Source: an optimization exercise on an open RTL-to-GDS flow (aim: small area). Production flows keep margins and buffers that such runs may drop. In this exercise RTL edits were held to simulation tests only and were not proved equivalent to the original.

==> design/flow/design.v <==
`timescale 1ns / 1ps
module FFT_8pt(
    input clk, reset,
    input [11:0] real_in, imag_in,
    input [2:0] addr_real, addr_imag,
    input wr_en_real, wr_en_imag,
    output [23:0] fft_real_out, fft_imag_out
);
    reg [95:0] real_mem, imag_mem;
    reg [2:0] read_addr_real, read_addr_imag;
    integer a;
    always @(posedge clk) begin
        for (a = 0; a < 8; a = a + 1) begin
            if (wr_en_real && addr_real == a) real_mem[a*12 +: 12] <= {~real_in[11], real_in[10:0]};
            if (wr_en_imag && addr_imag == a) imag_mem[a*12 +: 12] <= {~imag_in[11], imag_in[10:0]};
        end
        if (!wr_en_real) read_addr_real <= addr_real;
        if (!wr_en_imag) read_addr_imag <= addr_imag;
    end
    wire [11:0] mr = real_mem[read_addr_real*12 +: 12];
    wire [11:0] mi = imag_mem[read_addr_imag*12 +: 12];
    reg [2:0] k;
    reg run;
    always @(posedge clk or posedge reset) begin
        if (reset) begin
            k <= 3'd0;
            run <= 1'b0;
        end else begin
            k <= k + 3'd1;
            if (k == 3'd7) run <= 1'b1;
        end
    end
    wire sw = k[0] & k[1];
    wire ng = k[2] & ~k[0];
    wire [11:0] cr = sw ? mi : (mr ^ {12{ng}});
    wire [11:0] ci = (sw ? mr : mi) ^ {12{sw | ng}};
    wire ph1 = ~run & ~k[2];         
    wire ph2 = ~run & k[2];          
    wire nph1 = ~ph1, nrun = ~run;
    wire cqr = ph2 & ~k[0];
    wire cqi = ph2 & (~k[0] | k[1]);
    wire cpc = k[0];
    reg [12:0] qrr [0:3];
    reg [12:0] qri [0:3];
    reg [12:0] prr [0:3];
    reg [12:0] pri [0:3];
    wire [12:0] qer, qei, per, pei;    
    integer q;
    always @(posedge clk) begin
        for (q = 0; q < 3; q = q + 1) begin
            qrr[q] <= qrr[q+1];
            qri[q] <= qri[q+1];
            prr[q] <= prr[q+1];
            pri[q] <= pri[q+1];
        end
        qrr[3] <= qer;
        qri[3] <= qei;
        prr[3] <= per;
        pri[3] <= pei;
    end
    wire [12:0] q0r = qrr[0], q0i = qri[0], p0r = prr[0], p0i = pri[0];
    wire c0, c1, c2, c3, c4, c5, c6, c7, c8, c9, c10, c11, c12, c13, c14, c15, c16, c17, c18, c19, c20, c21, c22, c23, c24, c25, c26, c27, c28, c29, c30, c31, c32, c33, c34, c35, c36, c37, c38, c39, c40, c41, c42, c43, c44, c45, c46, c47, c48, c49, c50, c51, c52, c53, c54, c55, c56, c57, c58, c59, c60, c61, c62, c63, c64, c65, c66, c67, c68, c69, c70, c71, c72, c73, c74, c75, c76, c77, c78, c79, c80, c81, c82, c83, c84, c85, c86, c87, c88, c89, c90, c91, c92, c93, c94, c95, c96, c97, c98, c99, c100, c101, c102, c103, c104, c105, c106, c107, c108, c109, c110, c111, c112, c113, c114, c115, c116, c117, c118, c119, c120, c121, c122, c123, c124, c125, c126, c127, c128, c129, c130, c131, c132, c133, c134, c135, c136, c137, c138, c139, c140, c141, c142, c143, c144, c145, c146, c147, c148, c149, c150, c151, c152, c153, c154, c155, c156, c157, c158, c159, c160, c161, c162, c163, c164, c165, c166, c167, c168, c169, c170, c171;
    assign c0 = q0r[0] & nph1;
    assign c1 = q0r[1] & nph1;
    assign c2 = q0r[2] & nph1;
    assign c3 = q0r[3] & nph1;
    assign c4 = q0r[4] & nph1;
    assign c5 = q0r[5] & nph1;
    assign c6 = q0r[6] & nph1;
    assign c7 = q0r[7] & nph1;
    assign c8 = q0r[8] & nph1;
    assign c9 = q0r[9] & nph1;
    assign c10 = q0r[10] & nph1;
    assign c11 = q0r[11] & nph1;
    assign c12 = cr[0] & nrun;
    assign c13 = cr[1] & nrun;
    assign c14 = cr[2] & nrun;
    assign c15 = cr[3] & nrun;
    assign c16 = cr[4] & nrun;
    assign c17 = cr[5] & nrun;
    assign c18 = cr[6] & nrun;
    assign c19 = cr[7] & nrun;
    assign c20 = cr[8] & nrun;
    assign c21 = cr[9] & nrun;
    assign c22 = cr[10] & nrun;
    assign c23 = cr[11] & nrun;
    fft_fa uc24 (.a(c0), .b(c12), .c(cqr), .s(c24), .co(c25));
    fft_fa uc26 (.a(c1), .b(c13), .c(c25), .s(c26), .co(c27));
    fft_fa uc28 (.a(c2), .b(c14), .c(c27), .s(c28), .co(c29));
    fft_fa uc30 (.a(c3), .b(c15), .c(c29), .s(c30), .co(c31));
    fft_fa uc32 (.a(c4), .b(c16), .c(c31), .s(c32), .co(c33));
    fft_fa uc34 (.a(c5), .b(c17), .c(c33), .s(c34), .co(c35));
    fft_fa uc36 (.a(c6), .b(c18), .c(c35), .s(c36), .co(c37));
    fft_fa uc38 (.a(c7), .b(c19), .c(c37), .s(c38), .co(c39));
    fft_fa uc40 (.a(c8), .b(c20), .c(c39), .s(c40), .co(c41));
    fft_fa uc42 (.a(c9), .b(c21), .c(c41), .s(c42), .co(c43));
    fft_fa uc44 (.a(c10), .b(c22), .c(c43), .s(c44), .co(c45));
    fft_fa uc46 (.a(c11), .b(c23), .c(c45), .s(c46), .co(c47));
    assign c48 = q0r[12] & run;
    assign c49 = c48 ^ c47;
    assign c50 = ~cr[0];
    assign c51 = ~cr[1];
    assign c52 = ~cr[2];
    assign c53 = ~cr[3];
    assign c54 = ~cr[4];
    assign c55 = ~cr[5];
    assign c56 = ~cr[6];
    assign c57 = ~cr[7];
    assign c58 = ~cr[8];
    assign c59 = ~cr[9];
    assign c60 = ~cr[10];
    assign c61 = ~cr[11];
    fft_fa uc62 (.a(q0r[0]), .b(c50), .c(cpc), .s(c62), .co(c63));
    fft_fa uc64 (.a(q0r[1]), .b(c51), .c(c63), .s(c64), .co(c65));
    fft_fa uc66 (.a(q0r[2]), .b(c52), .c(c65), .s(c66), .co(c67));
    fft_fa uc68 (.a(q0r[3]), .b(c53), .c(c67), .s(c68), .co(c69));
    fft_fa uc70 (.a(q0r[4]), .b(c54), .c(c69), .s(c70), .co(c71));
    fft_fa uc72 (.a(q0r[5]), .b(c55), .c(c71), .s(c72), .co(c73));
    fft_fa uc74 (.a(q0r[6]), .b(c56), .c(c73), .s(c74), .co(c75));
    fft_fa uc76 (.a(q0r[7]), .b(c57), .c(c75), .s(c76), .co(c77));
    fft_fa uc78 (.a(q0r[8]), .b(c58), .c(c77), .s(c78), .co(c79));
    fft_fa uc80 (.a(q0r[9]), .b(c59), .c(c79), .s(c80), .co(c81));
    fft_fa uc82 (.a(q0r[10]), .b(c60), .c(c81), .s(c82), .co(c83));
    fft_fa uc84 (.a(q0r[11]), .b(c61), .c(c83), .s(c84), .co(c85));
    assign qer[0] = c24;
    assign qer[1] = c26;
    assign qer[2] = c28;
    assign qer[3] = c30;
    assign qer[4] = c32;
    assign qer[5] = c34;
    assign qer[6] = c36;
    assign qer[7] = c38;
    assign qer[8] = c40;
    assign qer[9] = c42;
    assign qer[10] = c44;
    assign qer[11] = c46;
    assign qer[12] = c49;
    assign per[0] = run ? ~p0r[0] : c62;
    assign per[1] = run ? ~p0r[1] : c64;
    assign per[2] = run ? ~p0r[2] : c66;
    assign per[3] = run ? ~p0r[3] : c68;
    assign per[4] = run ? ~p0r[4] : c70;
    assign per[5] = run ? ~p0r[5] : c72;
    assign per[6] = run ? ~p0r[6] : c74;
    assign per[7] = run ? ~p0r[7] : c76;
    assign per[8] = run ? ~p0r[8] : c78;
    assign per[9] = run ? ~p0r[9] : c80;
    assign per[10] = run ? ~p0r[10] : c82;
    assign per[11] = run ? ~p0r[11] : c84;
    assign per[12] = run ? ~p0r[12] : c85;
    assign c86 = q0i[0] & nph1;
    assign c87 = q0i[1] & nph1;
    assign c88 = q0i[2] & nph1;
    assign c89 = q0i[3] & nph1;
    assign c90 = q0i[4] & nph1;
    assign c91 = q0i[5] & nph1;
    assign c92 = q0i[6] & nph1;
    assign c93 = q0i[7] & nph1;
    assign c94 = q0i[8] & nph1;
    assign c95 = q0i[9] & nph1;
    assign c96 = q0i[10] & nph1;
    assign c97 = q0i[11] & nph1;
    assign c98 = ci[0] & nrun;
    assign c99 = ci[1] & nrun;
    assign c100 = ci[2] & nrun;
    assign c101 = ci[3] & nrun;
    assign c102 = ci[4] & nrun;
    assign c103 = ci[5] & nrun;
    assign c104 = ci[6] & nrun;
    assign c105 = ci[7] & nrun;
    assign c106 = ci[8] & nrun;
    assign c107 = ci[9] & nrun;
    assign c108 = ci[10] & nrun;
    assign c109 = ci[11] & nrun;
    fft_fa uc110 (.a(c86), .b(c98), .c(cqi), .s(c110), .co(c111));
    fft_fa uc112 (.a(c87), .b(c99), .c(c111), .s(c112), .co(c113));
    fft_fa uc114 (.a(c88), .b(c100), .c(c113), .s(c114), .co(c115));
    fft_fa uc116 (.a(c89), .b(c101), .c(c115), .s(c116), .co(c117));
    fft_fa uc118 (.a(c90), .b(c102), .c(c117), .s(c118), .co(c119));
    fft_fa uc120 (.a(c91), .b(c103), .c(c119), .s(c120), .co(c121));
    fft_fa uc122 (.a(c92), .b(c104), .c(c121), .s(c122), .co(c123));
    fft_fa uc124 (.a(c93), .b(c105), .c(c123), .s(c124), .co(c125));
    fft_fa uc126 (.a(c94), .b(c106), .c(c125), .s(c126), .co(c127));
    fft_fa uc128 (.a(c95), .b(c107), .c(c127), .s(c128), .co(c129));
    fft_fa uc130 (.a(c96), .b(c108), .c(c129), .s(c130), .co(c131));
    fft_fa uc132 (.a(c97), .b(c109), .c(c131), .s(c132), .co(c133));
    assign c134 = q0i[12] & run;
    assign c135 = c134 ^ c133;
    assign c136 = ~ci[0];
    assign c137 = ~ci[1];
    assign c138 = ~ci[2];
    assign c139 = ~ci[3];
    assign c140 = ~ci[4];
    assign c141 = ~ci[5];
    assign c142 = ~ci[6];
    assign c143 = ~ci[7];
    assign c144 = ~ci[8];
    assign c145 = ~ci[9];
    assign c146 = ~ci[10];
    assign c147 = ~ci[11];
    fft_fa uc148 (.a(q0i[0]), .b(c136), .c(cpc), .s(c148), .co(c149));
    fft_fa uc150 (.a(q0i[1]), .b(c137), .c(c149), .s(c150), .co(c151));
    fft_fa uc152 (.a(q0i[2]), .b(c138), .c(c151), .s(c152), .co(c153));
    fft_fa uc154 (.a(q0i[3]), .b(c139), .c(c153), .s(c154), .co(c155));
    fft_fa uc156 (.a(q0i[4]), .b(c140), .c(c155), .s(c156), .co(c157));
    fft_fa uc158 (.a(q0i[5]), .b(c141), .c(c157), .s(c158), .co(c159));
    fft_fa uc160 (.a(q0i[6]), .b(c142), .c(c159), .s(c160), .co(c161));
    fft_fa uc162 (.a(q0i[7]), .b(c143), .c(c161), .s(c162), .co(c163));
    fft_fa uc164 (.a(q0i[8]), .b(c144), .c(c163), .s(c164), .co(c165));
    fft_fa uc166 (.a(q0i[9]), .b(c145), .c(c165), .s(c166), .co(c167));
    fft_fa uc168 (.a(q0i[10]), .b(c146), .c(c167), .s(c168), .co(c169));
    fft_fa uc170 (.a(q0i[11]), .b(c147), .c(c169), .s(c170), .co(c171));
    assign qei[0] = c110;
    assign qei[1] = c112;
    assign qei[2] = c114;
    assign qei[3] = c116;
    assign qei[4] = c118;
    assign qei[5] = c120;
    assign qei[6] = c122;
    assign qei[7] = c124;
    assign qei[8] = c126;
    assign qei[9] = c128;
    assign qei[10] = c130;
    assign qei[11] = c132;
    assign qei[12] = c135;
    assign pei[0] = run ? ~p0i[0] : c148;
    assign pei[1] = run ? ~p0i[1] : c150;
    assign pei[2] = run ? ~p0i[2] : c152;
    assign pei[3] = run ? ~p0i[3] : c154;
    assign pei[4] = run ? ~p0i[4] : c156;
    assign pei[5] = run ? ~p0i[5] : c158;
    assign pei[6] = run ? ~p0i[6] : c160;
    assign pei[7] = run ? ~p0i[7] : c162;
    assign pei[8] = run ? ~p0i[8] : c164;
    assign pei[9] = run ? ~p0i[9] : c166;
    assign pei[10] = run ? ~p0i[10] : c168;
    assign pei[11] = run ? ~p0i[11] : c170;
    assign pei[12] = run ? ~p0i[12] : c171;
    wire [2:0] j = k + 3'd1;
    wire [12:0] br0 = prr[1];
    wire [12:0] br2 = prr[3];
    wire [12:0] br1 = qrr[2];
    wire [12:0] br3 = qer;
    wire [12:0] bi0 = pri[1];
    wire [12:0] bi2 = pri[3];
    wire [12:0] bi1 = qri[2];
    wire [12:0] bi3 = qei;
    wire odd = j[0];
    wire sn = ~j[0] & (j[1] ^ j[2]);
    wire t1 = j[0] & ~j[1];
    wire t3 = j[0] & j[1];
    wire snt1 = (~j[0] & (j[1] ^ j[2])) | (j[0] & ~j[1]);
    wire snt3 = (~j[0] & (j[1] ^ j[2])) | (j[0] & j[1]);
    wire [7:0] tab_cc0r = 8'b11111100;
    wire cc0r = tab_cc0r[j];
    wire [7:0] tab_cc0i = 8'b11111100;
    wire cc0i = tab_cc0i[j];
    wire [7:0] tab_cc1r = 8'b11101110;
    wire cc1r = tab_cc1r[j];
    wire [7:0] tab_cc1i = 8'b01000100;
    wire cc1i = tab_cc1i[j];
    wire [4:0] kc;
    wire [7:0] tab_kc0 = 8'b00100000;
    assign kc[0] = tab_kc0[j];
    wire [7:0] tab_kc1 = 8'b00100100;
    assign kc[1] = tab_kc1[j];
    wire [7:0] tab_kc2 = 8'b10101010;
    assign kc[2] = tab_kc2[j];
    wire [7:0] tab_kc3 = 8'b01010101;
    assign kc[3] = tab_kc3[j];
    wire [7:0] tab_kc4 = 8'b00100110;
    assign kc[4] = tab_kc4[j];
    wire [23:0] yr, yi;
    wire w0, w1, w2, w3, w4, w5, w6, w7, w8, w9, w10, w11, w12, w13, w14, w15, w16, w17, w18, w19, w20, w21, w22, w23, w24, w25, w26, w27, w28, w29, w30, w31, w32, w33, w34, w35, w36, w37, w38, w39, w40, w41, w42, w43, w44, w45, w46, w47, w48, w49, w50, w51, w52, w53, w54, w55, w56, w57, w58, w59, w60, w61, w62, w63, w64, w65, w66, w67, w68, w69, w70, w71, w72, w73, w74, w75, w76, w77, w78, w79, w80, w81, w82, w83, w84, w85, w86, w87, w88, w89, w90, w91, w92, w93, w94, w95, w96, w97, w98, w99, w100, w101, w102, w103, w104, w105, w106, w107, w108, w109, w110, w111, w112, w113, w114, w115, w116, w117, w118, w119, w120, w121, w122, w123, w124, w125, w126, w127, w128, w129, w130, w131, w132, w133, w134, w135, w136, w137, w138, w139, w140, w141, w142, w143, w144, w145, w146, w147, w148, w149, w150, w151, w152, w153, w154, w155, w156, w157, w158, w159, w160, w161, w162, w163, w164, w165, w166, w167, w168, w169, w170, w171, w172, w173, w174, w175, w176, w177, w178, w179, w180, w181, w182, w183, w184, w185, w186, w187, w188, w189, w190, w191, w192, w193, w194, w195, w196, w197, w198, w199, w200, w201, w202, w203, w204, w205, w206, w207, w208, w209, w210, w211, w212, w213, w214, w215, w216, w217, w218, w219, w220, w221, w222, w223, w224, w225, w226, w227, w228, w229, w230, w231, w232, w233, w234, w235, w236, w237, w238, w239, w240, w241, w242, w243, w244, w245, w246, w247, w248, w249, w250, w251, w252, w253, w254, w255, w256, w257, w258, w259, w260, w261, w262, w263, w264, w265, w266, w267, w268, w269, w270, w271, w272, w273, w274, w275, w276, w277, w278, w279, w280, w281, w282, w283, w284, w285, w286, w287, w288, w289, w290, w291, w292, w293, w294, w295, w296, w297, w298, w299, w300, w301, w302, w303, w304, w305, w306, w307, w308, w309, w310, w311, w312, w313, w314, w315, w316, w317, w318, w319, w320, w321, w322, w323, w324, w325, w326, w327, w328, w329, w330, w331, w332, w333, w334, w335, w336, w337, w338, w339, w340, w341, w342, w343, w344, w345, w346, w347, w348, w349, w350, w351, w352, w353, w354, w355, w356, w357, w358, w359, w360, w361, w362, w363, w364, w365, w366, w367, w368, w369, w370, w371, w372, w373, w374, w375, w376, w377, w378, w379, w380, w381, w382, w383, w384, w385, w386, w387, w388, w389, w390, w391, w392, w393, w394, w395, w396, w397, w398, w399, w400, w401, w402, w403, w404, w405, w406, w407, w408, w409, w410, w411, w412, w413, w414, w415, w416, w417, w418, w419, w420, w421, w422, w423, w424, w425, w426, w427, w428, w429, w430, w431, w432, w433, w434, w435, w436, w437, w438, w439, w440, w441, w442, w443, w444, w445, w446, w447, w448, w449, w450, w451, w452, w453, w454, w455, w456, w457, w458, w459, w460, w461, w462, w463, w464, w465, w466, w467, w468, w469, w470, w471, w472, w473, w474, w475, w476, w477, w478, w479, w480, w481, w482, w483, w484, w485, w486, w487, w488, w489, w490, w491, w492, w493, w494, w495, w496, w497, w498, w499, w500, w501, w502, w503, w504, w505, w506, w507, w508, w509, w510, w511, w512, w513, w514, w515, w516, w517, w518, w519, w520, w521, w522, w523, w524, w525, w526, w527, w528, w529, w530, w531, w532, w533, w534, w535, w536, w537, w538, w539, w540, w541, w542, w543, w544, w545, w546, w547, w548, w549, w550, w551, w552, w553, w554, w555, w556, w557, w558, w559, w560, w561, w562, w563, w564, w565, w566, w567, w568, w569, w570, w571, w572, w573, w574, w575, w576, w577, w578, w579, w580, w581, w582, w583, w584, w585, w586, w587, w588, w589, w590, w591, w592, w593, w594, w595, w596, w597, w598, w599, w600, w601, w602, w603, w604, w605, w606, w607, w608, w609, w610, w611, w612, w613, w614, w615, w616, w617, w618, w619, w620, w621, w622, w623, w624, w625, w626, w627, w628, w629, w630, w631, w632, w633, w634, w635, w636, w637, w638, w639, w640, w641, w642, w643, w644, w645, w646, w647, w648, w649, w650, w651, w652, w653, w654, w655, w656, w657, w658, w659, w660, w661, w662, w663, w664;
    fft_fa uw0 (.a(br0[0]), .b(br2[0]), .c(cc0r), .s(w0), .co(w1));
    fft_fa uw2 (.a(br0[1]), .b(br2[1]), .c(w1), .s(w2), .co(w3));
    fft_fa uw4 (.a(br0[2]), .b(br2[2]), .c(w3), .s(w4), .co(w5));
    fft_fa uw6 (.a(br0[3]), .b(br2[3]), .c(w5), .s(w6), .co(w7));
    fft_fa uw8 (.a(br0[4]), .b(br2[4]), .c(w7), .s(w8), .co(w9));
    fft_fa uw10 (.a(br0[5]), .b(br2[5]), .c(w9), .s(w10), .co(w11));
    fft_fa uw12 (.a(br0[6]), .b(br2[6]), .c(w11), .s(w12), .co(w13));
    fft_fa uw14 (.a(br0[7]), .b(br2[7]), .c(w13), .s(w14), .co(w15));
    fft_fa uw16 (.a(br0[8]), .b(br2[8]), .c(w15), .s(w16), .co(w17));
    fft_fa uw18 (.a(br0[9]), .b(br2[9]), .c(w17), .s(w18), .co(w19));
    fft_fa uw20 (.a(br0[10]), .b(br2[10]), .c(w19), .s(w20), .co(w21));
    fft_fa uw22 (.a(br0[11]), .b(br2[11]), .c(w21), .s(w22), .co(w23));
    fft_fa uw24 (.a(br0[12]), .b(br2[12]), .c(w23), .s(w24), .co(w25));
    fft_fa uw26 (.a(bi0[0]), .b(bi2[0]), .c(cc0i), .s(w26), .co(w27));
    fft_fa uw28 (.a(bi0[1]), .b(bi2[1]), .c(w27), .s(w28), .co(w29));
    fft_fa uw30 (.a(bi0[2]), .b(bi2[2]), .c(w29), .s(w30), .co(w31));
    fft_fa uw32 (.a(bi0[3]), .b(bi2[3]), .c(w31), .s(w32), .co(w33));
    fft_fa uw34 (.a(bi0[4]), .b(bi2[4]), .c(w33), .s(w34), .co(w35));
    fft_fa uw36 (.a(bi0[5]), .b(bi2[5]), .c(w35), .s(w36), .co(w37));
    fft_fa uw38 (.a(bi0[6]), .b(bi2[6]), .c(w37), .s(w38), .co(w39));
    fft_fa uw40 (.a(bi0[7]), .b(bi2[7]), .c(w39), .s(w40), .co(w41));
    fft_fa uw42 (.a(bi0[8]), .b(bi2[8]), .c(w41), .s(w42), .co(w43));
    fft_fa uw44 (.a(bi0[9]), .b(bi2[9]), .c(w43), .s(w44), .co(w45));
    fft_fa uw46 (.a(bi0[10]), .b(bi2[10]), .c(w45), .s(w46), .co(w47));
    fft_fa uw48 (.a(bi0[11]), .b(bi2[11]), .c(w47), .s(w48), .co(w49));
    fft_fa uw50 (.a(bi0[12]), .b(bi2[12]), .c(w49), .s(w50), .co(w51));
    assign w52 = ~bi3[0];
    assign w53 = ~bi3[1];
    assign w54 = ~bi3[2];
    assign w55 = ~bi3[3];
    assign w56 = ~bi3[4];
    assign w57 = ~bi3[5];
    assign w58 = ~bi3[6];
    assign w59 = ~bi3[7];
    assign w60 = ~bi3[8];
    assign w61 = ~bi3[9];
    assign w62 = ~bi3[10];
    assign w63 = ~bi3[11];
    assign w64 = ~bi3[12];
    fft_fa uw65 (.a(br1[0]), .b(w52), .c(cc1r), .s(w65), .co(w66));
    fft_fa uw67 (.a(br1[1]), .b(w53), .c(w66), .s(w67), .co(w68));
    fft_fa uw69 (.a(br1[2]), .b(w54), .c(w68), .s(w69), .co(w70));
    fft_fa uw71 (.a(br1[3]), .b(w55), .c(w70), .s(w71), .co(w72));
    fft_fa uw73 (.a(br1[4]), .b(w56), .c(w72), .s(w73), .co(w74));
    fft_fa uw75 (.a(br1[5]), .b(w57), .c(w74), .s(w75), .co(w76));
    fft_fa uw77 (.a(br1[6]), .b(w58), .c(w76), .s(w77), .co(w78));
    fft_fa uw79 (.a(br1[7]), .b(w59), .c(w78), .s(w79), .co(w80));
    fft_fa uw81 (.a(br1[8]), .b(w60), .c(w80), .s(w81), .co(w82));
    fft_fa uw83 (.a(br1[9]), .b(w61), .c(w82), .s(w83), .co(w84));
    fft_fa uw85 (.a(br1[10]), .b(w62), .c(w84), .s(w85), .co(w86));
    fft_fa uw87 (.a(br1[11]), .b(w63), .c(w86), .s(w87), .co(w88));
    fft_fa uw89 (.a(br1[12]), .b(w64), .c(w88), .s(w89), .co(w90));
    fft_fa uw91 (.a(bi1[0]), .b(br3[0]), .c(cc1i), .s(w91), .co(w92));
    fft_fa uw93 (.a(bi1[1]), .b(br3[1]), .c(w92), .s(w93), .co(w94));
    fft_fa uw95 (.a(bi1[2]), .b(br3[2]), .c(w94), .s(w95), .co(w96));
    fft_fa uw97 (.a(bi1[3]), .b(br3[3]), .c(w96), .s(w97), .co(w98));
    fft_fa uw99 (.a(bi1[4]), .b(br3[4]), .c(w98), .s(w99), .co(w100));
    fft_fa uw101 (.a(bi1[5]), .b(br3[5]), .c(w100), .s(w101), .co(w102));
    fft_fa uw103 (.a(bi1[6]), .b(br3[6]), .c(w102), .s(w103), .co(w104));
    fft_fa uw105 (.a(bi1[7]), .b(br3[7]), .c(w104), .s(w105), .co(w106));
    fft_fa uw107 (.a(bi1[8]), .b(br3[8]), .c(w106), .s(w107), .co(w108));
    fft_fa uw109 (.a(bi1[9]), .b(br3[9]), .c(w108), .s(w109), .co(w110));
    fft_fa uw111 (.a(bi1[10]), .b(br3[10]), .c(w110), .s(w111), .co(w112));
    fft_fa uw113 (.a(bi1[11]), .b(br3[11]), .c(w112), .s(w113), .co(w114));
    fft_fa uw115 (.a(bi1[12]), .b(br3[12]), .c(w114), .s(w115), .co(w116));
    assign w117 = t1 ? w91 : w65;
    assign w118 = w117 ^ sn;
    assign w119 = t1 ? w93 : w67;
    assign w120 = w119 ^ sn;
    assign w121 = t1 ? w95 : w69;
    assign w122 = w121 ^ sn;
    assign w123 = t1 ? w97 : w71;
    assign w124 = w123 ^ sn;
    assign w125 = t1 ? w99 : w73;
    assign w126 = w125 ^ sn;
    assign w127 = t1 ? w101 : w75;
    assign w128 = w127 ^ sn;
    assign w129 = t1 ? w103 : w77;
    assign w130 = w129 ^ sn;
    assign w131 = t1 ? w105 : w79;
    assign w132 = w131 ^ sn;
    assign w133 = t1 ? w107 : w81;
    assign w134 = w133 ^ sn;
    assign w135 = t1 ? w109 : w83;
    assign w136 = w135 ^ sn;
    assign w137 = t1 ? w111 : w85;
    assign w138 = w137 ^ sn;
    assign w139 = t1 ? w113 : w87;
    assign w140 = w139 ^ sn;
    assign w141 = t1 ? w115 : w89;
    assign w142 = w141 ^ sn;
    assign w143 = t1 ? w116 : w90;
    assign w144 = w143 ^ sn;
    assign w145 = t1 ? w65 : w91;
    assign w146 = w145 ^ snt1;
    assign w147 = t1 ? w67 : w93;
    assign w148 = w147 ^ snt1;
    assign w149 = t1 ? w69 : w95;
    assign w150 = w149 ^ snt1;
    assign w151 = t1 ? w71 : w97;
    assign w152 = w151 ^ snt1;
    assign w153 = t1 ? w73 : w99;
    assign w154 = w153 ^ snt1;
    assign w155 = t1 ? w75 : w101;
    assign w156 = w155 ^ snt1;
    assign w157 = t1 ? w77 : w103;
    assign w158 = w157 ^ snt1;
    assign w159 = t1 ? w79 : w105;
    assign w160 = w159 ^ snt1;
    assign w161 = t1 ? w81 : w107;
    assign w162 = w161 ^ snt1;
    assign w163 = t1 ? w83 : w109;
    assign w164 = w163 ^ snt1;
    assign w165 = t1 ? w85 : w111;
    assign w166 = w165 ^ snt1;
    assign w167 = t1 ? w87 : w113;
    assign w168 = w167 ^ snt1;
    assign w169 = t1 ? w89 : w115;
    assign w170 = w169 ^ snt1;
    assign w171 = t1 ? w90 : w116;
    assign w172 = w171 ^ snt1;
    assign w173 = w0 ^ sn;
    assign w174 = w2 ^ sn;
    assign w175 = w4 ^ sn;
    assign w176 = w6 ^ sn;
    assign w177 = w8 ^ sn;
    assign w178 = w10 ^ sn;
    assign w179 = w12 ^ sn;
    assign w180 = w14 ^ sn;
    assign w181 = w16 ^ sn;
    assign w182 = w18 ^ sn;
    assign w183 = w20 ^ sn;
    assign w184 = w22 ^ sn;
    assign w185 = w24 ^ sn;
    assign w186 = w25 ^ sn;
    assign w187 = w26 & odd;
    assign w188 = w187 ^ t3;
    assign w189 = w28 & odd;
    assign w190 = w189 ^ t3;
    assign w191 = w30 & odd;
    assign w192 = w191 ^ t3;
    assign w193 = w32 & odd;
    assign w194 = w193 ^ t3;
    assign w195 = w34 & odd;
    assign w196 = w195 ^ t3;
    assign w197 = w36 & odd;
    assign w198 = w197 ^ t3;
    assign w199 = w38 & odd;
    assign w200 = w199 ^ t3;
    assign w201 = w40 & odd;
    assign w202 = w201 ^ t3;
    assign w203 = w42 & odd;
    assign w204 = w203 ^ t3;
    assign w205 = w44 & odd;
    assign w206 = w205 ^ t3;
    assign w207 = w46 & odd;
    assign w208 = w207 ^ t3;
    assign w209 = w48 & odd;
    assign w210 = w209 ^ t3;
    assign w211 = w50 & odd;
    assign w212 = w211 ^ t3;
    assign w213 = w51 & odd;
    assign w214 = w213 ^ t3;
    fft_fa uw215 (.a(w173), .b(w188), .c(snt3), .s(w215), .co(w216));
    fft_fa uw217 (.a(w174), .b(w190), .c(w216), .s(w217), .co(w218));
    fft_fa uw219 (.a(w175), .b(w192), .c(w218), .s(w219), .co(w220));
    fft_fa uw221 (.a(w176), .b(w194), .c(w220), .s(w221), .co(w222));
    fft_fa uw223 (.a(w177), .b(w196), .c(w222), .s(w223), .co(w224));
    fft_fa uw225 (.a(w178), .b(w198), .c(w224), .s(w225), .co(w226));
    fft_fa uw227 (.a(w179), .b(w200), .c(w226), .s(w227), .co(w228));
    fft_fa uw229 (.a(w180), .b(w202), .c(w228), .s(w229), .co(w230));
    fft_fa uw231 (.a(w181), .b(w204), .c(w230), .s(w231), .co(w232));
    fft_fa uw233 (.a(w182), .b(w206), .c(w232), .s(w233), .co(w234));
    fft_fa uw235 (.a(w183), .b(w208), .c(w234), .s(w235), .co(w236));
    fft_fa uw237 (.a(w184), .b(w210), .c(w236), .s(w237), .co(w238));
    fft_fa uw239 (.a(w185), .b(w212), .c(w238), .s(w239), .co(w240));
    fft_fa uw241 (.a(w186), .b(w214), .c(w240), .s(w241), .co(w242));
    assign w243 = w26 ^ sn;
    assign w244 = w28 ^ sn;
    assign w245 = w30 ^ sn;
    assign w246 = w32 ^ sn;
    assign w247 = w34 ^ sn;
    assign w248 = w36 ^ sn;
    assign w249 = w38 ^ sn;
    assign w250 = w40 ^ sn;
    assign w251 = w42 ^ sn;
    assign w252 = w44 ^ sn;
    assign w253 = w46 ^ sn;
    assign w254 = w48 ^ sn;
    assign w255 = w50 ^ sn;
    assign w256 = w51 ^ sn;
    assign w257 = w0 & odd;
    assign w258 = w257 ^ t1;
    assign w259 = w2 & odd;
    assign w260 = w259 ^ t1;
    assign w261 = w4 & odd;
    assign w262 = w261 ^ t1;
    assign w263 = w6 & odd;
    assign w264 = w263 ^ t1;
    assign w265 = w8 & odd;
    assign w266 = w265 ^ t1;
    assign w267 = w10 & odd;
    assign w268 = w267 ^ t1;
    assign w269 = w12 & odd;
    assign w270 = w269 ^ t1;
    assign w271 = w14 & odd;
    assign w272 = w271 ^ t1;
    assign w273 = w16 & odd;
    assign w274 = w273 ^ t1;
    assign w275 = w18 & odd;
    assign w276 = w275 ^ t1;
    assign w277 = w20 & odd;
    assign w278 = w277 ^ t1;
    assign w279 = w22 & odd;
    assign w280 = w279 ^ t1;
    assign w281 = w24 & odd;
    assign w282 = w281 ^ t1;
    assign w283 = w25 & odd;
    assign w284 = w283 ^ t1;
    fft_fa uw285 (.a(w243), .b(w258), .c(snt1), .s(w285), .co(w286));
    fft_fa uw287 (.a(w244), .b(w260), .c(w286), .s(w287), .co(w288));
    fft_fa uw289 (.a(w245), .b(w262), .c(w288), .s(w289), .co(w290));
    fft_fa uw291 (.a(w246), .b(w264), .c(w290), .s(w291), .co(w292));
    fft_fa uw293 (.a(w247), .b(w266), .c(w292), .s(w293), .co(w294));
    fft_fa uw295 (.a(w248), .b(w268), .c(w294), .s(w295), .co(w296));
    fft_fa uw297 (.a(w249), .b(w270), .c(w296), .s(w297), .co(w298));
    fft_fa uw299 (.a(w250), .b(w272), .c(w298), .s(w299), .co(w300));
    fft_fa uw301 (.a(w251), .b(w274), .c(w300), .s(w301), .co(w302));
    fft_fa uw303 (.a(w252), .b(w276), .c(w302), .s(w303), .co(w304));
    fft_fa uw305 (.a(w253), .b(w278), .c(w304), .s(w305), .co(w306));
    fft_fa uw307 (.a(w254), .b(w280), .c(w306), .s(w307), .co(w308));
    fft_fa uw309 (.a(w255), .b(w282), .c(w308), .s(w309), .co(w310));
    fft_fa uw311 (.a(w256), .b(w284), .c(w310), .s(w311), .co(w312));
    assign w313 = w215 & odd;
    assign w314 = w217 & odd;
    assign w315 = w219 & odd;
    assign w316 = w221 & odd;
    assign w317 = w223 & odd;
    assign w318 = w225 & odd;
    assign w319 = w227 & odd;
    assign w320 = w229 & odd;
    assign w321 = w231 & odd;
    assign w322 = w233 & odd;
    assign w323 = w235 & odd;
    assign w324 = w237 & odd;
    assign w325 = w239 & odd;
    assign w326 = w241 & odd;
    assign w327 = w242 & odd;
    fft_ha uw328 (.a(w315), .b(w313), .s(w328), .co(w329));
    fft_fa uw330 (.a(w316), .b(w314), .c(w329), .s(w330), .co(w331));
    fft_fa uw332 (.a(w317), .b(w315), .c(w331), .s(w332), .co(w333));
    fft_fa uw334 (.a(w318), .b(w316), .c(w333), .s(w334), .co(w335));
    fft_fa uw336 (.a(w319), .b(w317), .c(w335), .s(w336), .co(w337));
    fft_fa uw338 (.a(w320), .b(w318), .c(w337), .s(w338), .co(w339));
    fft_fa uw340 (.a(w321), .b(w319), .c(w339), .s(w340), .co(w341));
    fft_fa uw342 (.a(w322), .b(w320), .c(w341), .s(w342), .co(w343));
    fft_fa uw344 (.a(w323), .b(w321), .c(w343), .s(w344), .co(w345));
    fft_fa uw346 (.a(w324), .b(w322), .c(w345), .s(w346), .co(w347));
    fft_fa uw348 (.a(w325), .b(w323), .c(w347), .s(w348), .co(w349));
    fft_fa uw350 (.a(w326), .b(w324), .c(w349), .s(w350), .co(w351));
    fft_fa uw352 (.a(w327), .b(w325), .c(w351), .s(w352), .co(w353));
    fft_ha uw354 (.a(w326), .b(w353), .s(w354), .co(w355));
    fft_ha uw356 (.a(w327), .b(w355), .s(w356), .co(w357));
    assign w358 = ~w313;
    assign w359 = ~w314;
    assign w360 = ~w328;
    assign w361 = ~w330;
    assign w362 = ~w332;
    assign w363 = ~w334;
    assign w364 = ~w336;
    assign w365 = ~w338;
    assign w366 = ~w340;
    assign w367 = ~w342;
    assign w368 = ~w344;
    assign w369 = ~w346;
    assign w370 = ~w348;
    assign w371 = ~w350;
    assign w372 = ~w352;
    assign w373 = ~w354;
    assign w374 = ~w356;
    assign w375 = ~w357;
    assign w376 = ~(w332 ^ w358);
    assign w377 = w332 | w358;
    fft_fa uw378 (.a(w334), .b(w359), .c(kc[0]), .s(w378), .co(w379));
    fft_fa uw380 (.a(w336), .b(w360), .c(kc[0]), .s(w380), .co(w381));
    fft_fa uw382 (.a(w338), .b(w361), .c(w381), .s(w382), .co(w383));
    fft_fa uw384 (.a(w118), .b(w215), .c(w340), .s(w384), .co(w385));
    fft_fa uw386 (.a(w362), .b(kc[1]), .c(w383), .s(w386), .co(w387));
    fft_fa uw388 (.a(w120), .b(w217), .c(w342), .s(w388), .co(w389));
    fft_fa uw390 (.a(w363), .b(w385), .c(w387), .s(w390), .co(w391));
    fft_fa uw392 (.a(w122), .b(w219), .c(w344), .s(w392), .co(w393));
    fft_fa uw394 (.a(w364), .b(w389), .c(w391), .s(w394), .co(w395));
    fft_fa uw396 (.a(w124), .b(w221), .c(w346), .s(w396), .co(w397));
    fft_fa uw398 (.a(w365), .b(w393), .c(w395), .s(w398), .co(w399));
    fft_fa uw400 (.a(w126), .b(w223), .c(w348), .s(w400), .co(w401));
    fft_fa uw402 (.a(w366), .b(w397), .c(w399), .s(w402), .co(w403));
    fft_fa uw404 (.a(w128), .b(w225), .c(w350), .s(w404), .co(w405));
    fft_fa uw406 (.a(w367), .b(w401), .c(w403), .s(w406), .co(w407));
    fft_fa uw408 (.a(w130), .b(w227), .c(w352), .s(w408), .co(w409));
    fft_fa uw410 (.a(w368), .b(kc[2]), .c(w405), .s(w410), .co(w411));
    fft_fa uw412 (.a(w407), .b(w408), .c(w410), .s(w412), .co(w413));
    fft_fa uw414 (.a(w132), .b(w229), .c(w354), .s(w414), .co(w415));
    fft_fa uw416 (.a(w369), .b(kc[2]), .c(w409), .s(w416), .co(w417));
    fft_fa uw418 (.a(w411), .b(w413), .c(w414), .s(w418), .co(w419));
    fft_fa uw420 (.a(w134), .b(w231), .c(w356), .s(w420), .co(w421));
    fft_fa uw422 (.a(w370), .b(w415), .c(w417), .s(w422), .co(w423));
    fft_fa uw424 (.a(w419), .b(w420), .c(w422), .s(w424), .co(w425));
    fft_fa uw426 (.a(w136), .b(w233), .c(w357), .s(w426), .co(w427));
    fft_fa uw428 (.a(w371), .b(kc[2]), .c(w421), .s(w428), .co(w429));
    fft_fa uw430 (.a(w423), .b(w425), .c(w426), .s(w430), .co(w431));
    fft_fa uw432 (.a(w138), .b(w235), .c(w372), .s(w432), .co(w433));
    fft_fa uw434 (.a(w427), .b(w429), .c(w431), .s(w434), .co(w435));
    fft_fa uw436 (.a(w140), .b(w237), .c(w373), .s(w436), .co(w437));
    fft_fa uw438 (.a(w433), .b(w435), .c(w436), .s(w438), .co(w439));
    fft_fa uw440 (.a(w142), .b(w239), .c(w374), .s(w440), .co(w441));
    fft_fa uw442 (.a(kc[2]), .b(w437), .c(w439), .s(w442), .co(w443));
    fft_fa uw444 (.a(w144), .b(w241), .c(w375), .s(w444), .co(w445));
    fft_fa uw446 (.a(kc[2]), .b(w441), .c(w443), .s(w446), .co(w447));
    fft_fa uw448 (.a(w242), .b(kc[2]), .c(w445), .s(w448), .co(w449));
    fft_ha uw450 (.a(w314), .b(kc[0]), .s(w450), .co(w451));
    fft_ha uw452 (.a(w328), .b(w451), .s(w452), .co(w453));
    fft_fa uw454 (.a(w330), .b(kc[0]), .c(w453), .s(w454), .co(w455));
    fft_ha uw456 (.a(w376), .b(w455), .s(w456), .co(w457));
    fft_fa uw458 (.a(w377), .b(w378), .c(w457), .s(w458), .co(w459));
    fft_fa uw460 (.a(w379), .b(w380), .c(w459), .s(w460), .co(w461));
    fft_ha uw462 (.a(w382), .b(w461), .s(w462), .co(w463));
    fft_fa uw464 (.a(w384), .b(w386), .c(w463), .s(w464), .co(w465));
    fft_fa uw466 (.a(w388), .b(w390), .c(w465), .s(w466), .co(w467));
    fft_fa uw468 (.a(w392), .b(w394), .c(w467), .s(w468), .co(w469));
    fft_fa uw470 (.a(w396), .b(w398), .c(w469), .s(w470), .co(w471));
    fft_fa uw472 (.a(w400), .b(w402), .c(w471), .s(w472), .co(w473));
    fft_fa uw474 (.a(w404), .b(w406), .c(w473), .s(w474), .co(w475));
    fft_ha uw476 (.a(w412), .b(w475), .s(w476), .co(w477));
    fft_fa uw478 (.a(w416), .b(w418), .c(w477), .s(w478), .co(w479));
    fft_ha uw480 (.a(w424), .b(w479), .s(w480), .co(w481));
    fft_fa uw482 (.a(w428), .b(w430), .c(w481), .s(w482), .co(w483));
    fft_fa uw484 (.a(w432), .b(w434), .c(w483), .s(w484), .co(w485));
    fft_ha uw486 (.a(w438), .b(w485), .s(w486), .co(w487));
    fft_fa uw488 (.a(w440), .b(w442), .c(w487), .s(w488), .co(w489));
    fft_fa uw490 (.a(w444), .b(w446), .c(w489), .s(w490), .co(w491));
    fft_fa uw492 (.a(w447), .b(w448), .c(w491), .s(w492), .co(w493));
    fft_fa uw494 (.a(kc[3]), .b(w449), .c(w493), .s(w494), .co(w495));
    assign w496 = w285 & odd;
    assign w497 = w287 & odd;
    assign w498 = w289 & odd;
    assign w499 = w291 & odd;
    assign w500 = w293 & odd;
    assign w501 = w295 & odd;
    assign w502 = w297 & odd;
    assign w503 = w299 & odd;
    assign w504 = w301 & odd;
    assign w505 = w303 & odd;
    assign w506 = w305 & odd;
    assign w507 = w307 & odd;
    assign w508 = w309 & odd;
    assign w509 = w311 & odd;
    assign w510 = w312 & odd;
    fft_ha uw511 (.a(w498), .b(w496), .s(w511), .co(w512));
    fft_fa uw513 (.a(w499), .b(w497), .c(w512), .s(w513), .co(w514));
    fft_fa uw515 (.a(w500), .b(w498), .c(w514), .s(w515), .co(w516));
    fft_fa uw517 (.a(w501), .b(w499), .c(w516), .s(w517), .co(w518));
    fft_fa uw519 (.a(w502), .b(w500), .c(w518), .s(w519), .co(w520));
    fft_fa uw521 (.a(w503), .b(w501), .c(w520), .s(w521), .co(w522));
    fft_fa uw523 (.a(w504), .b(w502), .c(w522), .s(w523), .co(w524));
    fft_fa uw525 (.a(w505), .b(w503), .c(w524), .s(w525), .co(w526));
    fft_fa uw527 (.a(w506), .b(w504), .c(w526), .s(w527), .co(w528));
    fft_fa uw529 (.a(w507), .b(w505), .c(w528), .s(w529), .co(w530));
    fft_fa uw531 (.a(w508), .b(w506), .c(w530), .s(w531), .co(w532));
    fft_fa uw533 (.a(w509), .b(w507), .c(w532), .s(w533), .co(w534));
    fft_fa uw535 (.a(w510), .b(w508), .c(w534), .s(w535), .co(w536));
    fft_ha uw537 (.a(w509), .b(w536), .s(w537), .co(w538));
    fft_ha uw539 (.a(w510), .b(w538), .s(w539), .co(w540));
    assign w541 = ~w496;
    assign w542 = ~w497;
    assign w543 = ~w511;
    assign w544 = ~w513;
    assign w545 = ~w515;
    assign w546 = ~w517;
    assign w547 = ~w519;
    assign w548 = ~w521;
    assign w549 = ~w523;
    assign w550 = ~w525;
    assign w551 = ~w527;
    assign w552 = ~w529;
    assign w553 = ~w531;
    assign w554 = ~w533;
    assign w555 = ~w535;
    assign w556 = ~w537;
    assign w557 = ~w539;
    assign w558 = ~w540;
    assign w559 = ~(w515 ^ w541);
    assign w560 = w515 | w541;
    fft_fa uw561 (.a(w517), .b(w542), .c(w560), .s(w561), .co(w562));
    fft_fa uw563 (.a(w519), .b(w543), .c(w562), .s(w563), .co(w564));
    fft_fa uw565 (.a(w521), .b(w544), .c(w564), .s(w565), .co(w566));
    fft_fa uw567 (.a(w146), .b(w285), .c(w523), .s(w567), .co(w568));
    fft_fa uw569 (.a(w545), .b(kc[4]), .c(w566), .s(w569), .co(w570));
    fft_fa uw571 (.a(w148), .b(w287), .c(w525), .s(w571), .co(w572));
    fft_fa uw573 (.a(w546), .b(w568), .c(w570), .s(w573), .co(w574));
    fft_fa uw575 (.a(w150), .b(w289), .c(w527), .s(w575), .co(w576));
    fft_fa uw577 (.a(w547), .b(w572), .c(w574), .s(w577), .co(w578));
    fft_fa uw579 (.a(w152), .b(w291), .c(w529), .s(w579), .co(w580));
    fft_fa uw581 (.a(w548), .b(w576), .c(w578), .s(w581), .co(w582));
    fft_fa uw583 (.a(w154), .b(w293), .c(w531), .s(w583), .co(w584));
    fft_fa uw585 (.a(w549), .b(w580), .c(w582), .s(w585), .co(w586));
    fft_fa uw587 (.a(w156), .b(w295), .c(w533), .s(w587), .co(w588));
    fft_fa uw589 (.a(w550), .b(w584), .c(w586), .s(w589), .co(w590));
    fft_fa uw591 (.a(w158), .b(w297), .c(w535), .s(w591), .co(w592));
    fft_fa uw593 (.a(w551), .b(kc[2]), .c(w588), .s(w593), .co(w594));
    fft_fa uw595 (.a(w590), .b(w591), .c(w593), .s(w595), .co(w596));
    fft_fa uw597 (.a(w160), .b(w299), .c(w537), .s(w597), .co(w598));
    fft_fa uw599 (.a(w552), .b(kc[2]), .c(w592), .s(w599), .co(w600));
    fft_fa uw601 (.a(w594), .b(w596), .c(w597), .s(w601), .co(w602));
    fft_fa uw603 (.a(w162), .b(w301), .c(w539), .s(w603), .co(w604));
    fft_fa uw605 (.a(w553), .b(w598), .c(w600), .s(w605), .co(w606));
    fft_fa uw607 (.a(w602), .b(w603), .c(w605), .s(w607), .co(w608));
    fft_fa uw609 (.a(w164), .b(w303), .c(w540), .s(w609), .co(w610));
    fft_fa uw611 (.a(w554), .b(kc[2]), .c(w604), .s(w611), .co(w612));
    fft_fa uw613 (.a(w606), .b(w608), .c(w609), .s(w613), .co(w614));
    fft_fa uw615 (.a(w166), .b(w305), .c(w555), .s(w615), .co(w616));
    fft_fa uw617 (.a(w610), .b(w612), .c(w614), .s(w617), .co(w618));
    fft_fa uw619 (.a(w168), .b(w307), .c(w556), .s(w619), .co(w620));
    fft_fa uw621 (.a(w616), .b(w618), .c(w619), .s(w621), .co(w622));
    fft_fa uw623 (.a(w170), .b(w309), .c(w557), .s(w623), .co(w624));
    fft_fa uw625 (.a(kc[2]), .b(w620), .c(w622), .s(w625), .co(w626));
    fft_fa uw627 (.a(w172), .b(w311), .c(w558), .s(w627), .co(w628));
    fft_fa uw629 (.a(kc[2]), .b(w624), .c(w626), .s(w629), .co(w630));
    fft_fa uw631 (.a(w312), .b(kc[2]), .c(w628), .s(w631), .co(w632));
    fft_ha uw633 (.a(w567), .b(w569), .s(w633), .co(w634));
    fft_fa uw635 (.a(w571), .b(w573), .c(w634), .s(w635), .co(w636));
    fft_fa uw637 (.a(w575), .b(w577), .c(w636), .s(w637), .co(w638));
    fft_fa uw639 (.a(w579), .b(w581), .c(w638), .s(w639), .co(w640));
    fft_fa uw641 (.a(w583), .b(w585), .c(w640), .s(w641), .co(w642));
    fft_fa uw643 (.a(w587), .b(w589), .c(w642), .s(w643), .co(w644));
    fft_ha uw645 (.a(w595), .b(w644), .s(w645), .co(w646));
    fft_fa uw647 (.a(w599), .b(w601), .c(w646), .s(w647), .co(w648));
    fft_ha uw649 (.a(w607), .b(w648), .s(w649), .co(w650));
    fft_fa uw651 (.a(w611), .b(w613), .c(w650), .s(w651), .co(w652));
    fft_fa uw653 (.a(w615), .b(w617), .c(w652), .s(w653), .co(w654));
    fft_ha uw655 (.a(w621), .b(w654), .s(w655), .co(w656));
    fft_fa uw657 (.a(w623), .b(w625), .c(w656), .s(w657), .co(w658));
    fft_fa uw659 (.a(w627), .b(w629), .c(w658), .s(w659), .co(w660));
    fft_fa uw661 (.a(w630), .b(w631), .c(w660), .s(w661), .co(w662));
    fft_fa uw663 (.a(kc[3]), .b(w632), .c(w662), .s(w663), .co(w664));
    assign yr[0] = w313;
    assign yr[1] = w450;
    assign yr[2] = w452;
    assign yr[3] = w454;
    assign yr[4] = w456;
    assign yr[5] = w458;
    assign yr[6] = w460;
    assign yr[7] = w462;
    assign yr[8] = w464;
    assign yr[9] = w466;
    assign yr[10] = w468;
    assign yr[11] = w470;
    assign yr[12] = w472;
    assign yr[13] = w474;
    assign yr[14] = w476;
    assign yr[15] = w478;
    assign yr[16] = w480;
    assign yr[17] = w482;
    assign yr[18] = w484;
    assign yr[19] = w486;
    assign yr[20] = w488;
    assign yr[21] = w490;
    assign yr[22] = w492;
    assign yr[23] = w494;
    assign yi[0] = w496;
    assign yi[1] = w497;
    assign yi[2] = w511;
    assign yi[3] = w513;
    assign yi[4] = w559;
    assign yi[5] = w561;
    assign yi[6] = w563;
    assign yi[7] = w565;
    assign yi[8] = w633;
    assign yi[9] = w635;
    assign yi[10] = w637;
    assign yi[11] = w639;
    assign yi[12] = w641;
    assign yi[13] = w643;
    assign yi[14] = w645;
    assign yi[15] = w647;
    assign yi[16] = w649;
    assign yi[17] = w651;
    assign yi[18] = w653;
    assign yi[19] = w655;
    assign yi[20] = w657;
    assign yi[21] = w659;
    assign yi[22] = w661;
    assign yi[23] = w663;
    reg [23:0] out_r, out_i;
    always @(posedge clk) begin
        out_r <= yr;
        out_i <= yi;
    end
    assign fft_real_out = out_r;
    assign fft_imag_out = out_i;
endmodule
module fft_fa(input a, b, c, output s, co);
    assign s = a ^ b ^ c;
    assign co = (a & b) | (a & c) | (b & c);
endmodule
module fft_ha(input a, b, output s, co);
    assign s = a ^ b;
    assign co = a & b;
endmodule
==> design/flow/flow/run.sh <==
#!/bin/bash
# Standard layout, with these changes: ports are buffered with the smallest
# buffer; the clock tree uses clkbuf_4 leaves and no dummy loads; buffers
# that synthesis added are removed and its upsized cells set back to drive 1
# after floorplanning (repair_design and repair_timing resize as needed).
set -euo pipefail
export BUFFER_PORTS_ARGS="-buffer_cell sky130_fd_sc_hd__buf_1"
export CTS_ARGS="-sink_clustering_enable -repair_clock_nets -dont_use_dummy_load -sink_clustering_size 8 -sink_clustering_max_diameter 45 -buf_list sky130_fd_sc_hd__clkbuf_4 -root_buf sky130_fd_sc_hd__clkbuf_16"
export REMOVE_ABC_BUFFERS=1
export POST_FLOORPLAN_TCL="$PWD/flow/downsize.tcl"
bash standard.sh > standard.log 2>&1
==> design/flow/flow/downsize.tcl <==
# Set every combinational cell to the smallest-area drive strength of the
# same cell, and let placement's repair_design and repair_timing size back up
# what the layout needs.
set db [ord::get_db]
set block [ord::get_db_block]
set n 0
foreach inst [$block getInsts] {
  set m [$inst getMaster]
  set name [$m getName]
  if {![regexp {^(sky130_fd_sc_hd__[a-z0-9]+)_([0-9]+)$} $name -> base drv]} { continue }
  if {[string match "*__df*" $base] || [string match "*__edf*" $base] \
      || [string match "*clk*" $base] || [string match "*conb*" $base]} { continue }
  set best $m
  set barea [expr {[$m getWidth] * [$m getHeight]}]
  foreach d {0 1 2} {
    set c [$db findMaster ${base}_$d]
    if {$c == "NULL" || $c == ""} { continue }
    set a [expr {[$c getWidth] * [$c getHeight]}]
    if {$a < $barea} { set best $c; set barea $a }
  }
  if {$best != $m} {
    $inst swapMaster $best
    incr n
  }
}
puts "downsize.tcl: $n instances resized"
==> design/flow/standard.sh <==
#!/bin/bash
# synth_recipe.tcl (not shown) runs the flow's synth.tcl, then flattens the netlist and writes it again
# the make line also repeats each setting of config.mk as NAME=value (left out here)
make -C /OpenROAD-flow-scripts/flow DESIGN_CONFIG=/design/flow/config.mk WORK_HOME=/design/flow/orfs CLKGATE_MAP_FILE= SYNTH_SCRIPT=/design/flow/synth_recipe.tcl "${@:-finish}"
==> design/flow/config.mk <==
export PLATFORM = sky130hd
export DESIGN_NAME = FFT_8pt
export DESIGN_NICKNAME = FFT_8pt
export VERILOG_FILES = /design/flow/design.v
export SDC_FILE = /design/flow/constraint.sdc
export NUM_CORES = 4
export LEC_CHECK = 0
export CAP_MARGIN = 10
export CORE_MARGIN = 2
export CORE_UTILIZATION = 65
export SLEW_MARGIN = 10
export SYNTH_HIERARCHICAL = 1
==> design/flow/constraint.sdc <==
create_clock -name core_clock -period 16.0 [get_ports {clk}]
set_input_delay 3.2000 -clock core_clock [delete_from_list [all_inputs] [get_ports {clk}]]
set_output_delay 3.2000 -clock core_clock [all_outputs]
set_load 0.01 [all_outputs]
==> results.sh, run 1 <==
export IMPL_dr_pass1_iters=4
export IMPL_numPortBuffers=81
export IMPL_finClkSkew_ns=0.0474
export IMPL_drive_above_1_share_pct=12.5
export IMPL_drc=0
export IMPL_pin_count=82
export IMPL_crit_type="reg2reg"
export IMPL_fmax_mhz=66.9
export IMPL_drv_slew=0
export IMPL_hpwl_mm=28.0
export IMPL_gp_congestion=0.837
export IMPL_via_per_inst=5.43
export IMPL_antenna_found_initial=0
export IMPL_cts_sinks=458
export IMPL_insertion_delay_ns=0.54
export IMPL_start_util_pct=66.3
export IMPL_min_period_over_period_pct=93.4
export IMPL_synth_seq_cells=458
export IMPL_synth_area_per_cell_um2=16.1
export IMPL_hold_path_class="reg2reg"
export IMPL_endpoint_kind="flip-flop"
export IMPL_cts_buffer_depth=3
export IMPL_yosys_area_top_type="edfxtp_1"
export IMPL_synth_distinct_cells=29
export IMPL_crit_slowest_cell="ha_1"
export IMPL_numCtsBuffers=68
export IMPL_die_area_um2=33700
export IMPL_synth_edf_count=198
export IMPL_antennaDiodeCount=0
export IMPL_grt_pass1_wl_mm=60.6
export IMPL_drtIter0Drc=551
export IMPL_worst_pin_slew_ns=0.907
export IMPL_postCtsResizedCells=0
export IMPL_finalSetupViolCount=0
export IMPL_rsz0062_at_grt="no"
export IMPL_cts_max_level=3
export IMPL_finalHoldViolCount=0
export IMPL_antenna_left=0
export IMPL_cts_setup_buffers=0
export IMPL_via_count=9938
export IMPL_die_y_um=184
export IMPL_synth_warnings=11
export IMPL_synth_top_area_share_pct=28.3
export IMPL_cp_required_ns=16.41
export IMPL_core_um2=31600
export IMPL_synth_commonest_cells="dfxtp_1, fa_1, edfxtp_1"
export IMPL_clkTransAtPathRegs_ns=0.09
export IMPL_drt_wl_total_mm=37.8
export IMPL_syn_inst=1300
export IMPL_wl_per_cell_um=20.6
export IMPL_grt_max_degree=55
export IMPL_holdBufCountCts=0
export IMPL_seq_area_frac_synth_pct=53.2
export IMPL_cpPeakStageDelay_ns=0.88
export IMPL_start_kind="flip-flop"
export IMPL_r2r_start="k[0]"
export IMPL_final_nets=1743
export IMPL_cap_violations=0
export IMPL_synth_cell_area_um2=21000
export IMPL_rows=65
export IMPL_overflow=0
export IMPL_synthFlopType="dfxtp_1"
export IMPL_cp_arrival_ns=15.36
export IMPL_cp_max_fo=44
export IMPL_cts_tree="built"
export IMPL_track_usage_pct=24.3
export IMPL_yosys_cell_count_top_type="dfxtp_1"
export IMPL_grt_pass1_vias=11200
export IMPL_yosys_top_cells_area="edfxtp_1, dfxtp_1, fa_1, mux4_2, xnor2_1"
export IMPL_fin_setup_tns_ns=0
export IMPL_cp_common_cell="fa_1"
export IMPL_finish_utilization_pct=70.6
export IMPL_hold_slack_ns=0.310
export IMPL_die_w_um=184
export IMPL_critPathLaunch="k[0]"
export IMPL_clock_root_buffer="clkbuf_16"
export IMPL_relSlewSlack_pct=39.5
export IMPL_finalCriticalPeriod_ns=14.95
export IMPL_fillers=2194
export IMPL_hp_start="qrr[3][8]"
export IMPL_outcome="no timing/DRC/antenna violations"
export IMPL_area_delta_synth_final_pct=6.50
export IMPL_async_reset_ff_share_pct=0.873
[layout make-up]
cell class / count / area (um2) / area share, %
tap: 402 / 503 / 2.25
timing repair buffer: 111 / 529 / 2.37
inverter: 64 / 240 / 1.08
sequential: 458 / 11200 / 50.0
multi-input combinational: 727 / 9240 / 41.3
clock buffer: 68 / 668 / 2.99
[flip-flops by register name, summed over array words and instances, names as in the netlist]
signal	count
qri	52
out_r	24
run	1
imag_mem	96
read_addr_real	3
pri	52
qrr	52
k	3
prr	52
real_mem	96
read_addr_imag	3
out_i	24
[cells by family after synthesis]
group           synth area share [%]
flops                           53.2
fa+ha+maj                       25.7
simple gates                    4.26
mux                             9.33
buf+inv                         2.43
xor+xnor                        3.59
compound gates                  1.50
[Yosys stat by module, one instance, submodules excluded]
| module | cell area (um2) | copies in the design | flip-flops and latches | cells |
|---|---|---|---|---|
| FFT_8pt | 15700 | 1 | 458 | 1031 |
| fft_fa | 20.0 | 252 | 0 | 1 |
| fft_ha | 12.5 | 17 | 0 | 1 |
[cells in the final DEF (no fill, tap or decap), types with 4 or more instances in the layout]
cell type  netlist  layout
inv_2            4       4
xnor2_1         72      72
dfrtp_1          4       4
o211a_1         12      12
and3_1          12      12
clkbuf_4         0      59
nand2b_1         8       8
nand2_1         89      88
buf_1            6      81
dfxtp_1        256     256
ha_1            27      26
mux2i_1         53      52
o21ai_1         38      38
inv_1           60      60
fa_1           252     252
buf_4            0      30
mux4_2          28      48
nor3_1           4       4
nor2b_1         53      53
nor2_1          17      17
clkbuf_16        0       9
edfxtp_1       198     198
mux2_2          24      24
xor2_1          14      14
[metal layers]
| layer | global-route usage (%) | wire (um) |
|---|---|---|
| met3 | 4.60 | 1670 |
| met2 | 40.0 | 18600 |
| met5 | 0 | 0 |
| met1 | 32.3 | 16300 |
| met4 | 9.95 | 1230 |
[per-stage QoR]
stage / worst slack (ns) / area (um2) / cells
2_1_floorplan: 0.321 / 20700 / 1249
3_3_place_gp: 1.16 / 21700 / 1762
3_5_place_dp: 1.04 / 21700 / 1762
4_1_cts: 1.03 / 22300 / 1830
5_1_grt: 0.644 / 22300 / 1830
6_report: 1.05 / 22300 / 1830
[worst max-delay path: cells and delay by family (launching register included)]
kind,cells,cell delay [ns]
xor gates and xnor gates,1,0.21
adders and majority gates,29,13.07
buffers and inverters,3,0.91
DFF,1,0.39
and+or+nand+nor,1,0.24
[path summary, 6_finish.rpt]
check	end	slack, ns	cells past startpoint
max in group asynchronous	k[2]	13.32	2
setup / recovery	out_r[23]	1.05	34
min in group asynchronous	k[1]	2.51	2
setup reg to reg	out_r[23]	1.05	34
hold / removal	qrr[2][8]	0.31	0
hold reg to reg	qrr[2][8]	0.31	0
==> run 2: changes to the inputs <==
==> design/flow/flow/run.sh (replaced) <==
#!/bin/bash
# Standard layout, with these changes: ports are buffered with the smallest
# buffer; the clock tree uses clkbuf_4 leaves and no dummy loads; buffers
# that synthesis added are removed and its upsized cells set back to drive 1
# after floorplanning (repair_design and repair_timing resize as needed).
set -euo pipefail
export BUFFER_PORTS_ARGS="-buffer_cell sky130_fd_sc_hd__buf_1"
export CTS_ARGS="-sink_clustering_enable -repair_clock_nets -dont_use_dummy_load -sink_clustering_size 10 -sink_clustering_max_diameter 50 -buf_list sky130_fd_sc_hd__clkbuf_4 -root_buf sky130_fd_sc_hd__clkbuf_16"
export REMOVE_ABC_BUFFERS=1
export POST_FLOORPLAN_TCL="$PWD/flow/downsize.tcl"
bash standard.sh > standard.log 2>&1
==> run 2 against run 1 <==
  * Still clean on timing, DRC and antenna
  * Fmax decreased by 0.20%
  * Synthesized cell count unchanged
  * Final area shrank 0.78%
  * Highest routed layer unchanged
==> results.sh, run 2 <==
export IMPL_async_reset_ff_share_pct=0.873
export IMPL_cp_required_ns=16.41
export IMPL_worst_pin_slew_ns=0.909
export IMPL_cpPeakStageDelay_ns=0.87
export IMPL_drc=0
export IMPL_hpwl_mm=28.0
export IMPL_grt_pass1_vias=11100
export IMPL_cap_violations=0
export IMPL_antennaDiodeCount=0
export IMPL_rows=65
export IMPL_outcome="no timing/DRC/antenna violations"
export IMPL_drt_wl_total_mm=37.5
export IMPL_fillers=2208
export IMPL_crit_slowest_cell="ha_1"
export IMPL_placedCellCount=1762
export IMPL_synth_top_area_share_pct=28.3
export IMPL_gp_congestion=0.837
export IMPL_cp_common_cell="fa_1"
export IMPL_drtIter0Drc=648
export IMPL_yosys_cell_count_top_type="dfxtp_1"
export IMPL_hp_start="qrr[3][8]"
export IMPL_reg_largest_list="imag_mem: 96 flops, real_mem: 96 flops"
export IMPL_insertion_delay_ns=0.56
export IMPL_yosys_top_cells_area="edfxtp_1, dfxtp_1, fa_1, mux4_2, xnor2_1"
export IMPL_pin_count=82
export IMPL_holdBufCountCts=0
export IMPL_synth_seq_cells=458
export IMPL_core_um2=31600
export IMPL_finalHoldViolCount=0
export IMPL_cts_setup_buffers=0
export IMPL_cp_max_fo=44
export IMPL_relSlewSlack_pct=39.4
export IMPL_cp_arrival_ns=15.38
export IMPL_wl_per_cell_um=20.6
export IMPL_cts_buffer_depth=3
export IMPL_drive_above_1_share_pct=11.6
export IMPL_seq_area_frac_synth_pct=53.2
export IMPL_drv_slew=0
export IMPL_cts_sinks=458
export IMPL_min_period_over_period_pct=93.6
export IMPL_via_per_inst=5.44
export IMPL_numCtsBuffers=54
export IMPL_area_delta_synth_final_pct=5.67
export IMPL_hold_path_class="reg2reg"
export IMPL_min_path_cells=0
export IMPL_synth_area_per_cell_um2=16.1
export IMPL_cts_tree="built"
export IMPL_fmax_mhz=66.8
export IMPL_finClkSkew_ns=0.0854
export IMPL_postCtsResizedCells=0
export IMPL_via_count=9879
export IMPL_endpoint_kind="flip-flop"
export IMPL_finalCriticalPeriod_ns=14.98
export IMPL_final_cell_mix="dfxtp_1, fa_1, edfxtp_1, nand2_1, buf_1"
export IMPL_grt_util_met3_pct=4.22
export IMPL_synth_commonest_cells="dfxtp_1, fa_1, edfxtp_1"
export IMPL_grtUsageMet2_pct=39.7
export IMPL_numPortBuffers=81
export IMPL_start_kind="flip-flop"
export IMPL_clkTransAtPathRegs_ns=0.10
export IMPL_yosys_area_top_type="edfxtp_1"
export IMPL_dr_pass1_iters=5
export IMPL_antenna_left=0
export IMPL_final_cells=1816
export IMPL_cts_max_level=2
export IMPL_start_util_pct=66.3
export IMPL_synth_edf_count=198
export IMPL_finalSetupViolCount=0
export IMPL_worst_r2r_setup_slack_ns=1.02
export IMPL_die_w_um=184
export IMPL_fin_setup_tns_ns=0
export IMPL_layout_commonest_cell="dfxtp_1"
export IMPL_die_y_um=184
export IMPL_final_nets=1729
export IMPL_r2r_start="k[0]"
export IMPL_antenna_found_initial=0
export IMPL_synth_warnings=11
export IMPL_grt_busiest_layer="met2"
export IMPL_synth_cell_area_um2=21000
export IMPL_track_usage_pct=24.0
export IMPL_synth_distinct_cells=29
export IMPL_reg2reg_depth=34
export IMPL_syn_inst=1300
export IMPL_r2r_end="out_r[23]"
export IMPL_die_area_um2=33700
export IMPL_crit_type="reg2reg"
export IMPL_overflow=0
export IMPL_rsz0062_at_grt="no"
export IMPL_grt_pass1_wl_mm=60.1
export IMPL_synthFlopType="dfxtp_1"
export IMPL_use_met1_pct=32.4
export IMPL_hold_path_end="qrr[2][8]"
export IMPL_grt_max_degree=55
export IMPL_clock_root_buffer="clkbuf_16"
run 2: metal layers:
metal / wire length, um / vias to the layer above
li1: - / 4585
met1: 16200 / 4997
met2: 18500 / 231
met3: 1690 / 66
met4: 1130 / 0
met5: 0 / -
run 2: how the worst max path moves through the flow:
| stage | startpoint | endpoint | slack [ns] | cells past startpoint |
|---|---|---|---|---|
| 6_report | k[0] | out_r[23] | 1.02 | 34 |
| 5_1_grt | k[0] | out_r[23] | 0.65 | 34 |
| 4_1_cts | k[0] | out_r[23] | 1.01 | 34 |
| 3_3_place_gp | k[0] | out_r[23] | 1.16 | 34 |
| 3_5_place_dp | k[0] | out_r[23] | 1.04 | 34 |
| 2_1_floorplan | k[0] | out_i[23] | 0.32 | 35 |
run 2: critical path, delay by kind of cell, from the launching register on:
kind | cells | cell delay (ns)
xor+xnor | 1 | 0.21
fa+ha+maj | 29 | 13.06
buf+inv | 3 | 0.90
flops | 1 | 0.40
simple gates | 1 | 0.23
run 2: cell type report:
cell class                      instances  area (um2)  area share [%]
Sequential cell                       458       11200            50.4
Multi-Input combinational cell        727        9240            41.7
Timing Repair Buffer                  111         529            2.39
Tap cell                              402         503            2.27
Clock buffer                           54         493            2.22
Inverter                               64         240            1.08
run 2: kinds of logic after synthesis:
group           synth area share [%]
flops                           53.2
fa+ha+maj                       25.7
simple gates                    4.26
mux                             9.33
buf+inv                         2.43
xor+xnor                        3.59
compound gates                  1.50
run 2: metrics by stage:
step                      hold slack (ns)  util, %  instance area (um2)  setup slack, ns
after floorplan                     0.310        -                20700            0.321
after global placement              0.310     68.5                21700             1.16
after detailed placement            0.312     68.5                21700             1.04
after CTS                           0.301     70.1                22200             1.01
after global routing                0.308     70.1                22200            0.653
final                               0.308     70.1                22200             1.02
run 2: per-module statistics from Yosys, one instance, submodules excluded:
module,cells inside,times used,cell area (um2)
FFT_8pt,1031,1,15700
fft_fa,1,252,20.0
fft_ha,1,17,12.5

==> separate check: timing with driven ports <==
The flow's constraints put no driver on any port. The routed layouts listed below were extracted and timed again, unchanged, in two steps.
Step 1, drivers: a clkbuf_16 drives clk and a buf_2 each remaining input, both assumed.
Step 2 moves the port delays by t, midway between the first and last clock arrival at a register: inputs arrive t later, outputs are due t later. That takes back most of the time a late clock gives input paths.
a / b / c = no drivers / after step 1 / after step 2; a / b = the first two.
run | t, ns | setup WS [ns] | clock arrival spread, ns | worst slew at a driven data input, ns
run 1 | 0.573 | 1.055 / 1.055 / 1.055 | 0.048 / 0.047 | 0.04
run 2 | 0.567 | 1.024 / 1.024 / 1.024 | 0.085 / 0.086 | 0.05
After both steps setup and hold are still met in every run listed.
